Context: an optimization exercise on an open-source flow, tuned for small area, a short achievable clock period and few clock cycles per item. The choices shown serve that exercise and are no tape-out recipe.
At most, simulation tests tie the RTL to the original design; equivalence was not proved.

## run B
// MLP_RTL_IP_v1_0
module MLP_RTL_IP_v1_0 (
    ACLK,
    ARESETN,
    S_AXIS_TREADY,
    S_AXIS_TDATA,
    S_AXIS_TLAST,
    S_AXIS_TVALID,
    M_AXIS_TVALID,
    M_AXIS_TDATA,
    M_AXIS_TLAST,
    M_AXIS_TREADY
);
    input         ACLK;
    input         ARESETN;
    output        S_AXIS_TREADY;
    input  [31:0] S_AXIS_TDATA;
    input         S_AXIS_TLAST;
    input         S_AXIS_TVALID;
    output        M_AXIS_TVALID;
    output [31:0] M_AXIS_TDATA;
    output        M_AXIS_TLAST;
    input         M_AXIS_TREADY;
    reg       par;       
    reg       run;       
    reg [2:0] wcnt;      
    reg       word1;     
    reg [2:0] cnt;       
    reg       ov;        
    wire take = ov & M_AXIS_TREADY;
    reg  rdy;            
    assign S_AXIS_TREADY = rdy;
    wire acc_in = S_AXIS_TVALID & rdy;
    wire [31:0] dn = ~S_AXIS_TDATA;
    wire       par_n   = ~par;
    wire       run_n   = run | (acc_in & ~run & wcnt == 3'd4);
    wire [2:0] wcnt_n  = wcnt + {2'd0, acc_in & ~run};
    wire       word1_n = word1 ^ (acc_in & run);
    wire [2:0] cnt_n   = cnt + {2'd0, acc_in & run & word1} - {2'd0, take};
    reg        rdy_n;
    always @(*) begin
        if (!run_n) begin
            case (wcnt_n)
                3'd1, 3'd3: rdy_n = par_n;
                default:    rdy_n = ~par_n;
            endcase
        end else if (word1_n) begin
            rdy_n = ~par_n & (cnt_n < 3'd5);
        end else begin
            rdy_n = par_n;
        end
    end
    wire ldw = ~run & rdy;
  ...
Size: roughly 3000 cells after synthesis, ~520 flip-flops, about 72 I/O pins, roughly 35000 um^2 of cells after synthesis.
export LEC_CHECK = 0
export CAP_MARGIN = 20
export CORE_MARGIN = 2
export CORE_UTILIZATION = 40
export SETUP_SLACK_MARGIN = 3.2
export SLEW_MARGIN = 20
export SYNTH_HIERARCHICAL = 1
export SYNTH_MINIMUM_KEEP_SIZE = 0
create_clock -name core_clock -period 6.0 [get_ports {ACLK}]
run.sh (not shown) runs the stock make flow with config.mk's settings and CLKGATE_MAP_FILE= SYNTH_SCRIPT=/design/flow/synth_recipe.tcl, a recipe that flattens the netlist after the stock synthesis.
Run B: full flow OK, the timing, DRC and antenna checks passed
Input changes introduced in run G (baseline for comparison: run B):
# run B
export LEC_CHECK = 0
export CAP_MARGIN = 20
export CORE_MARGIN = 2
export CORE_UTILIZATION = 40
export SETUP_SLACK_MARGIN = 3.2
export SLEW_MARGIN = 20
export SYNTH_HIERARCHICAL = 1
export SYNTH_MINIMUM_KEEP_SIZE = 0
create_clock -name core_clock -period 6.0 [get_ports {ACLK}]
# run G
export LEC_CHECK = 0
export CAP_MARGIN = 20
export CORE_MARGIN = 2
export CORE_UTILIZATION = 40
export SETUP_SLACK_MARGIN = 3.6
export SLEW_MARGIN = 20
export SYNTH_HIERARCHICAL = 1
export SYNTH_MINIMUM_KEEP_SIZE = 0
create_clock -name core_clock -period 6.0 [get_ports {ACLK}]
==> run notes <==
Slack of the worst reg-to-reg path came out higher on run G than on run B. Summary of run G over run B: wire length after detailed routing shows an increase of 5.2%; worst setup slack now larger.
Function was not checked in any run of this note: the RTL went through the layout flow alone.


MLP_RTL_IP_v1_0, a different RTL version from the one above (not shown whole).
Size in the first run: about 470 flip-flops, about 29000 sq um of cells after synthesis.
Settings: LEC_CHECK=0, CAP_MARGIN=20, CORE_MARGIN=2, CORE_UTILIZATION=35, CTS_BUF_LIST=sky130_fd_sc_hd__clkbuf_16, CTS_CLUSTER_DIAMETER=80, CTS_CLUSTER_SIZE=30, SETUP_SLACK_MARGIN=3.0, SLEW_MARGIN=20, SYNTH_HIERARCHICAL=1, SYNTH_MINIMUM_KEEP_SIZE=0; clock period 6.0 ns.
The starting point passed the timing, DRC and antenna checks.
Testbench counts at the start, summed over its fixed seeds: cycles 2,152, items 1,024.
Rerun with:
- CORE_UTILIZATION: 35 -> 40
- SETUP_SLACK_MARGIN: 3.0 -> 3.15
Result: The new run produced a clean layout. Final cell count shrinks by 2.8%. Worst hold slack is about the same. Routed wire length came out higher by 7.1%. Die area falls by 12%. Non-clock buffer count climbs by 18. Clock skew fell by 12 ps.


Another version of the RTL of MLP_RTL_IP_v1_0 (not shown whole).
Size in the first run: roughly 3000 cells after synthesis, roughly 520 flip-flops, about 72 I/O pins, ~0.034 mm² of cells after synthesis.
==> flow/design.v (excerpt) <==
module MLP_RTL_IP_v1_0 (
    ACLK,
    ARESETN,
    S_AXIS_TREADY,
    S_AXIS_TDATA,
    S_AXIS_TLAST,
    S_AXIS_TVALID,
    M_AXIS_TVALID,
    M_AXIS_TDATA,
    M_AXIS_TLAST,
    M_AXIS_TREADY
);
export LEC_CHECK = 0
export CAP_MARGIN = 20
export CORE_MARGIN = 2
export CORE_UTILIZATION = 40
export CTS_BUF_LIST = sky130_fd_sc_hd__clkbuf_16
export CTS_CLUSTER_DIAMETER = 80
export CTS_CLUSTER_SIZE = 30
export SETUP_SLACK_MARGIN = 2.8
export SLEW_MARGIN = 20
export SYNTH_HIERARCHICAL = 1
export SYNTH_MINIMUM_KEEP_SIZE = 0
create_clock -name core_clock -period 6.0 [get_ports {ACLK}]
Testbench counts at the start, summed over its fixed seeds: cycles 2,152, items 1,024.
Edit:
Settings changed: CORE_UTILIZATION 40 to 50, SETUP_SLACK_MARGIN 2.8 to 3.2.
Cell area is higher by a few percent.
Worst setup slack gains 0.15 ns.
Routed wire length is higher by roughly a tenth.
Core utilization is higher by 13 points.
Edit:
Settings changed: CORE_UTILIZATION 50 to 40, SETUP_SLACK_MARGIN 3.2 to 3.0.
Result: Worst hold slack gets better by 0.011 ns; die area rises by a quarter to a third; cell area is lower by a few percent.


MLP_RTL_IP_v1_0 with an RTL version that a note above also has.
For scale: about 3000 cells after synthesis, about 520 flip-flops.
Settings: LEC_CHECK=0, CAP_MARGIN=20, CORE_MARGIN=2, CORE_UTILIZATION=40, SETUP_SLACK_MARGIN=3.4, SLEW_MARGIN=20, SYNTH_HIERARCHICAL=1, SYNTH_MINIMUM_KEEP_SIZE=0; clock period 6.0 ns.
The first run completed with no timing, DRC or antenna violations.
Next try:
--- a/flow/config.mk
+++ b/flow/config.mk
@@ -10,3 +10,3 @@
 export CORE_UTILIZATION = 40
-export SETUP_SLACK_MARGIN = 3.4
+export SETUP_SLACK_MARGIN = 2.8
 export SLEW_MARGIN = 20
Setup slack gets worse by 0.25 ns.
Global-route usage goes down by 1.5 points.
Routed wire length falls by 9.2%.
Clock skew drops by 0.033 ns.
Via count went down by 6.1%.
Design area went down by 14%.
Function was not checked in any run of this note: the RTL went through the layout flow alone.


build 17:
MLP_RTL_IP_v1_0 with an RTL version that a note above also has.
For scale: about 72 I/O pins, ~34,000 µm² of cells after synthesis.
Settings: LEC_CHECK=0, CAP_MARGIN=20, CORE_MARGIN=2, CORE_UTILIZATION=40, CTS_BUF_LIST=sky130_fd_sc_hd__clkbuf_8 sky130_fd_sc_hd__clkbuf_16, CTS_CLUSTER_DIAMETER=60, CTS_CLUSTER_SIZE=20, SETUP_SLACK_MARGIN=3.2, SLEW_MARGIN=20, SYNTH_HIERARCHICAL=1, SYNTH_MINIMUM_KEEP_SIZE=0; clock period 6.0 ns.
Testbench counts of build 17, summed over its fixed seeds: cycles 2,152, items 1,024.
Input changes introduced in build 26 (baseline for comparison: build 17):
- CTS_BUF_LIST: sky130_fd_sc_hd__clkbuf_8 sky130_fd_sc_hd__clkbuf_16 -> sky130_fd_sc_hd__clkbuf_16
- CTS_CLUSTER_DIAMETER: 60 -> 80
- SETUP_SLACK_MARGIN: 3.2 -> 3.1
- CTS_CLUSTER_SIZE: 20 -> 30
Re global-route usage: build 17 and build 26 aren't equal, and the lower value belongs to build 26. Summary of build 26 over build 17: critical path depth increased 4, post-detailed-route DRC marker count essentially unchanged, area used by multi-input combinational logic decreased about 0.8%, overall routed net length decreased about 3.7%. Re minimum period implied by the final worst setup slack: build 17 and build 26 aren't equal, and the higher value belongs to build 26. The flip-flop and latch area on build 26 is in line with that on build 17. Via count for build 26 is lower than for build 17. Lower clock buffer instance count of the final layout was reported by build 26, not build 17.
What build 29 does differently from build 26 at the input level:
- changing SETUP_SLACK_MARGIN from 3.1 to 3.2
- removing CTS_CLUSTER_SIZE (formerly 30)
- removing CTS_BUF_LIST (formerly sky130_fd_sc_hd__clkbuf_16)
- removing CTS_CLUSTER_DIAMETER (formerly 80)
==> comparison <==
- Every run (build 29 and build 26) finished clean.
- Diff build 26 -> build 29: wire length of the first global-routing pass went up 3.4%, final period demand of the worst path now sits lower, data required time at the worst endpoint has remained practically unchanged.
- Die width: build 29 vs build 26 identical


Setup of job 6499:
Starting RTL as in the previous note.
==> flow/config.mk <==
export PLATFORM = sky130hd
export DESIGN_NAME = MLP_RTL_IP_v1_0
export DESIGN_NICKNAME = MLP_RTL_IP_v1_0
export VERILOG_FILES = /design/flow/design.v
export SDC_FILE = /design/flow/constraint.sdc
export NUM_CORES = 4
export LEC_CHECK = 0
export CAP_MARGIN = 20
export CORE_MARGIN = 2
export CORE_UTILIZATION = 40
export CTS_BUF_LIST = sky130_fd_sc_hd__clkbuf_4 sky130_fd_sc_hd__clkbuf_8
export SETUP_SLACK_MARGIN = 3.2
export SLEW_MARGIN = 20
export SYNTH_HIERARCHICAL = 1
export SYNTH_MINIMUM_KEEP_SIZE = 0
==> flow/constraint.sdc <==
create_clock -name core_clock -period 6.0 [get_ports {ACLK}]
set_input_delay 1.2000 -clock core_clock [delete_from_list [all_inputs] [get_ports {ACLK}]]
set_output_delay 1.2000 -clock core_clock [all_outputs]
set_load 0.01 [all_outputs]
Job 6499 reached the end of the flow, and the finished layout is clean on the timing, DRC and antenna checks.
Testbench counts of job 6499, summed over its fixed seeds: cycles 2,152, items 1,024.
Inputs modified between job 6499 and job 5044:
Settings: clearing CTS_BUF_LIST, which used to be sky130_fd_sc_hd__clkbuf_4 sky130_fd_sc_hd__clkbuf_8; swapping 40 for 60 in CORE_UTILIZATION.
==> comparison <==
Job 5044 reached the end of the flow, and the finished layout is clean on the timing, DRC and antenna checks. yo[6] as the endpoint of the worst setup timing path was reported by job 6499, and n1.r1[13] by job 5044. Changes observed in job 5044 relative to job 6499: path depth of the worst reg2reg path went down 2; total number of vias has increased; met1 track demand over resource shows an increase of 13 points.
What job 3205 does differently from job 5044 at the input level:
Settings: CORE_UTILIZATION changed from 60 to 40; CTS_CLUSTER_DIAMETER newly set to 80; CTS_BUF_LIST newly set to sky130_fd_sc_hd__clkbuf_16; CTS_CLUSTER_SIZE newly set to 30.
--- outcome ---
- The non-clock buffer count in job 3205 was lower than what job 5044 gave.
- Between job 5044 and job 3205, the difference in count of multi-input combinational gates is negligible.
- Looking at worst reg-to-reg path cell count, job 3205 sits 1 above job 5044.
--- input diff job 3205..job 9161 ---
Settings: SETUP_SLACK_MARGIN: 3.2 -> 3.3.
Findings:
The faster design of the two is job 3205; job 9161 tops out lower.
In the metrics for job 9161 and job 3205, the one carrying the lower number of non-filler instances in the completed layout is job 3205.
Diff job 3205 -> job 9161 | final worst-path cycle share | increase of 0.39 points
[compare] base=job 3205 new=job 9161: area used by multi-input combinational logic has increased; post-synthesis xor/xnor area fraction closely matched the old numbers.
Comparing job 9161 and job 3205, the higher area of all placed cells without fillers is on job 9161.
Area growth from synthesis to layout: job 9161 and job 3205 compared, higher one is job 9161

-- re-timing with driven ports --
How much do the figures lean on ideal ports? The routed layouts below were timed once more, with nothing changed but the port constraints.
Step 1: set_driving_cell puts a clkbuf_16 on ACLK and a buf_2 on each other input, an assumption about the parent block.
Step 2 moves the port delays by t, midway between the first and last clock arrival at a register: inputs arrive t later, outputs are due t later. That takes back most of the time a late clock gives input paths.
Three values: ideal, step 1, step 2; two values: the first two.
run	t, ns	setup WS [ns]	worst setup path after step 2
run B	0.661	3.168 / 3.168 / 2.691	input to register
run G	0.672	3.211 / 3.211 / 2.765	input to register
the first run of note 2	0.629	3.036 / 3.036 / 2.564	input to register
the second run of note 2	0.665	2.937 / 2.937 / 2.658	input to register
the first run of note 3	0.656	2.889 / 2.889 / 2.317	input to register
the second run of note 3	0.695	3.037 / 3.037 / 2.644	input to register
the third run of note 3	0.672	3.006 / 3.006 / 2.512	input to register
the first run of note 4	0.682	3.174 / 3.174 / 2.743	input to register
the second run of note 4	0.677	2.921 / 2.921 / 2.347	input to register
build 17	0.663	3.132 / 3.132 / 2.665	input to register
build 26	0.663	3.029 / 3.029 / 2.606	input to register
build 29	0.689	3.133 / 3.133 / 2.647	input to register
job 6499	0.748	3.080 / 3.080 / 2.587	input to register
job 5044	0.681	3.096 / 3.096 / 2.723	input to register
job 3205	0.661	3.115 / 3.115 / 2.671	input to register
job 9161	0.667	3.092 / 3.092 / 2.725	input to register
After both steps every run listed still meets setup and hold. The setup slack of the second run of note 4, which loses most, moves by 0.000 ns with the drivers and by -0.574 ns with both steps.
